From an optimization exercise on the open Yosys and OpenROAD flow, aimed at small area; shortcuts taken in it are not production practice.
In this exercise RTL edits were held to simulation tests only and were not proved equivalent to the original.
Power figures rest on the tool's default switching activity, not on a simulated workload.

// conv_top
module conv_top (
   input  logic         clk,
   input  logic         rst,
   input  logic [511:0] image,
   input  logic [71:0]  kernel,
   output logic [287:0] conv_out,
   output logic         layer_done_out
);
==> flow/config.mk <==
export PLATFORM = sky130hd
export DESIGN_NAME = conv_top
export DESIGN_NICKNAME = conv_top
export VERILOG_FILES = /design/flow/design.v
export SDC_FILE = /design/flow/constraint.sdc
export NUM_CORES = 4
export LEC_CHECK = 0
export CAP_MARGIN = 20
export CORE_MARGIN = 2
export CORE_UTILIZATION = 30
export GPL_TIMING_DRIVEN = 0
export PLACE_DENSITY = 0.6
export SLEW_MARGIN = 20
export SYNTH_HIERARCHICAL = 1
export SYNTH_MINIMUM_KEEP_SIZE = 0
==> flow/constraint.sdc <==
create_clock -name core_clock -period 11.0 [get_ports {clk}]
set_input_delay 2.2000 -clock core_clock [delete_from_list [all_inputs] [get_ports {clk}]]
set_output_delay 2.2000 -clock core_clock [all_outputs]
set_load 0.01 [all_outputs]
standard.sh (not shown) runs the stock make flow with config.mk's settings and CLKGATE_MAP_FILE= SYNTH_SCRIPT=/design/flow/synth_recipe.tcl, a recipe that flattens the netlist after the stock synthesis.
==> flow/flow/run.sh <==
#!/bin/bash
# The standard layout (standard.sh, with the standard synthesis unchanged),
# with changes that only affect cell sizes:
#  - after synthesis, combinational cells that abc upsized are set back to
#    drive strength 1 (flow/downsize.tcl); the repair steps of the layout
#    upsize again where timing, slew or load need it;
#  - the port buffers that global placement inserts use buf_1;
#  - clock tree synthesis uses clkbuf_4/clkbuf_8 and adds no dummy loads.
# Each step's full output is in synth.log, downsize.log and layout.log here
# (and ORFS's per-step logs under orfs/logs).
set -e
export CTS_ARGS="-sink_clustering_enable -repair_clock_nets -dont_use_dummy_load -buf_list {sky130_fd_sc_hd__clkbuf_4 sky130_fd_sc_hd__clkbuf_8}"
export BUFFER_PORTS_ARGS="-buffer_cell sky130_fd_sc_hd__buf_1"
bash standard.sh synth > synth.log 2>&1
openroad -no_init -exit flow/downsize.tcl > downsize.log 2>&1
bash standard.sh > layout.log 2>&1
==> flow/flow/downsize.tcl <==
# Set combinational cells of the synthesized netlist to drive strength 1.
set odb orfs/results/sky130hd/conv_top/base/1_synth.odb
read_db $odb
set db [ord::get_db]
set block [ord::get_db_block]
set n 0
foreach inst [$block getInsts] {
   set m [$inst getMaster]
   set name [$m getName]
   if {[regexp {^(sky130_fd_sc_hd__([a-z0-9]+))_([0-9]+)$} $name -> base kind drive]} {
      if {$drive <= 1} continue
      if {[regexp {^(df|edf|sdf|dl|sdl|clk|conb|tap|fill|decap|diode|lpflow|probe)} $kind]} continue
      set new [$db findMaster ${base}_1]
      if {$new == "NULL" || $new == ""} continue
      $inst swapMaster $new
      incr n
   }
}
puts "downsized $n instances"
write_db $odb
Edit:
--- a/flow/design.v
+++ b/flow/design.v
@@ -102,55 +102,25 @@
 wire [2:0] e7_0 = {w7[1] & w7[0], w7[1] & ~w7[0], ~w7[1] & w7[0]};
 wire [2:0] e7_1 = {w7[3] & w7[2], w7[3] & ~w7[2], ~w7[3] & w7[2]};
 wire [2:0] e7_2 = {w7[5] & w7[4], w7[5] & ~w7[4], ~w7[5] & w7[4]};
 wire [2:0] e7_3 = {w7[7] & ~w7[6], w7[7] & w7[6], ~w7[7] & w7[6]};
 wire [7:0] w8 = {kernel[71] & (|kernel[64 +: 7]), kernel[64 +: 7]};
 wire [2:0] e8_0 = {w8[1] & w8[0], w8[1] & ~w8[0], ~w8[1] & w8[0]};
 wire [2:0] e8_1 = {w8[3] & w8[2], w8[3] & ~w8[2], ~w8[3] & w8[2]};
 wire [2:0] e8_2 = {w8[5] & w8[4], w8[5] & ~w8[4], ~w8[5] & w8[4]};
 wire [2:0] e8_3 = {w8[7] & ~w8[6], w8[7] & w8[6], ~w8[7] & w8[6]};
 wire [7:0] p0n = ~p0;
-wire [9:0] p0x3;
-wire [8:1] p0c3;
-assign p0x3[0] = p0[0];
-cv_ha u_p0h1 (.a(p0[1]), .b(p0[0]), .s(p0x3[1]), .co(p0c3[1]));
-cv_fa u_p0f2 (.a(p0[2]), .b(p0[1]), .c(p0c3[1]), .s(p0x3[2]), .co(p0c3[2]));
-cv_fa u_p0f3 (.a(p0[3]), .b(p0[2]), .c(p0c3[2]), .s(p0x3[3]), .co(p0c3[3]));
-cv_fa u_p0f4 (.a(p0[4]), .b(p0[3]), .c(p0c3[3]), .s(p0x3[4]), .co(p0c3[4]));
-cv_fa u_p0f5 (.a(p0[5]), .b(p0[4]), .c(p0c3[4]), .s(p0x3[5]), .co(p0c3[5]));
-cv_fa u_p0f6 (.a(p0[6]), .b(p0[5]), .c(p0c3[5]), .s(p0x3[6]), .co(p0c3[6]));
-cv_fa u_p0f7 (.a(p0[7]), .b(p0[6]), .c(p0c3[6]), .s(p0x3[7]), .co(p0c3[7]));
-cv_ha u_p0h8 (.a(p0[7]), .b(p0c3[7]), .s(p0x3[8]), .co(p0x3[9]));
+wire [9:0] p0x3 = {2'b00, p0} + {1'b0, p0, 1'b0};
 wire [7:0] p1n = ~p1;
-wire [9:0] p1x3;
-wire [8:1] p1c3;
-assign p1x3[0] = p1[0];
-cv_ha u_p1h1 (.a(p1[1]), .b(p1[0]), .s(p1x3[1]), .co(p1c3[1]));
-cv_fa u_p1f2 (.a(p1[2]), .b(p1[1]), .c(p1c3[1]), .s(p1x3[2]), .co(p1c3[2]));
-cv_fa u_p1f3 (.a(p1[3]), .b(p1[2]), .c(p1c3[2]), .s(p1x3[3]), .co(p1c3[3]));
-cv_fa u_p1f4 (.a(p1[4]), .b(p1[3]), .c(p1c3[3]), .s(p1x3[4]), .co(p1c3[4]));
-cv_fa u_p1f5 (.a(p1[5]), .b(p1[4]), .c(p1c3[4]), .s(p1x3[5]), .co(p1c3[5]));
-cv_fa u_p1f6 (.a(p1[6]), .b(p1[5]), .c(p1c3[5]), .s(p1x3[6]), .co(p1c3[6]));
-cv_fa u_p1f7 (.a(p1[7]), .b(p1[6]), .c(p1c3[6]), .s(p1x3[7]), .co(p1c3[7]));
-cv_ha u_p1h8 (.a(p1[7]), .b(p1c3[7]), .s(p1x3[8]), .co(p1x3[9]));
+wire [9:0] p1x3 = {2'b00, p1} + {1'b0, p1, 1'b0};
 wire [7:0] p2n = ~p2;
-wire [9:0] p2x3;
-wire [8:1] p2c3;
-assign p2x3[0] = p2[0];
-cv_ha u_p2h1 (.a(p2[1]), .b(p2[0]), .s(p2x3[1]), .co(p2c3[1]));
-cv_fa u_p2f2 (.a(p2[2]), .b(p2[1]), .c(p2c3[1]), .s(p2x3[2]), .co(p2c3[2]));
-cv_fa u_p2f3 (.a(p2[3]), .b(p2[2]), .c(p2c3[2]), .s(p2x3[3]), .co(p2c3[3]));
-cv_fa u_p2f4 (.a(p2[4]), .b(p2[3]), .c(p2c3[3]), .s(p2x3[4]), .co(p2c3[4]));
-cv_fa u_p2f5 (.a(p2[5]), .b(p2[4]), .c(p2c3[4]), .s(p2x3[5]), .co(p2c3[5]));
-cv_fa u_p2f6 (.a(p2[6]), .b(p2[5]), .c(p2c3[5]), .s(p2x3[6]), .co(p2c3[6]));
-cv_fa u_p2f7 (.a(p2[7]), .b(p2[6]), .c(p2c3[6]), .s(p2x3[7]), .co(p2c3[7]));
-cv_ha u_p2h8 (.a(p2[7]), .b(p2c3[7]), .s(p2x3[8]), .co(p2x3[9]));
+wire [9:0] p2x3 = {2'b00, p2} + {1'b0, p2, 1'b0};
 wire q1;
 wire q2;
 wire q3;
 wire q4;
 wire q5;
 wire q6;
 wire q7;
 wire q8;
 wire q9;
 wire q10;
Outcome:
- design area climbs by 1.4%
- worst setup slack got worse by 0.023 ns
- maximum frequency hardly moves
- die area climbs by 1.5%
- power drops by 2.3%
- synthesized area climbs by 1.6%
- count of clock-buffer cells in the layout climbs by 1
- wire length drops by 0.99%
- global-route usage drops by 0.97 points

[what the ideal ports hide]
No port has a modelled driver above. Below, the same layouts with a new extraction and two added sets of constraints. Step 1 (the two cells are an assumption about what drives the block):
set clk [get_ports {clk}]
set_driving_cell -lib_cell sky130_fd_sc_hd__clkbuf_16 $clk
set_driving_cell -lib_cell sky130_fd_sc_hd__buf_2 [delete_from_list [all_inputs] $clk]
Step 2, shift: input delay + t, output delay - t, t = (earliest + latest rising clock arrival at the registers) / 2. This alone moves slack from input paths to output paths. Slacks: ideal / step 1 / step 2; pairs: ideal / step 1.
run	t (ns)	slack for setup (ns)	worst setup path after step 2
the first run	0.663	0.168 / 0.176 / -0.475	input to register
the second run	0.650	0.145 / 0.169 / -0.481	input to register
Met with ideal ports but missed after step 2: setup timing in the first run and the second run. The setup slack of the first run, which loses most, moves by +0.008 ns with the drivers and by -0.643 ns with both steps.
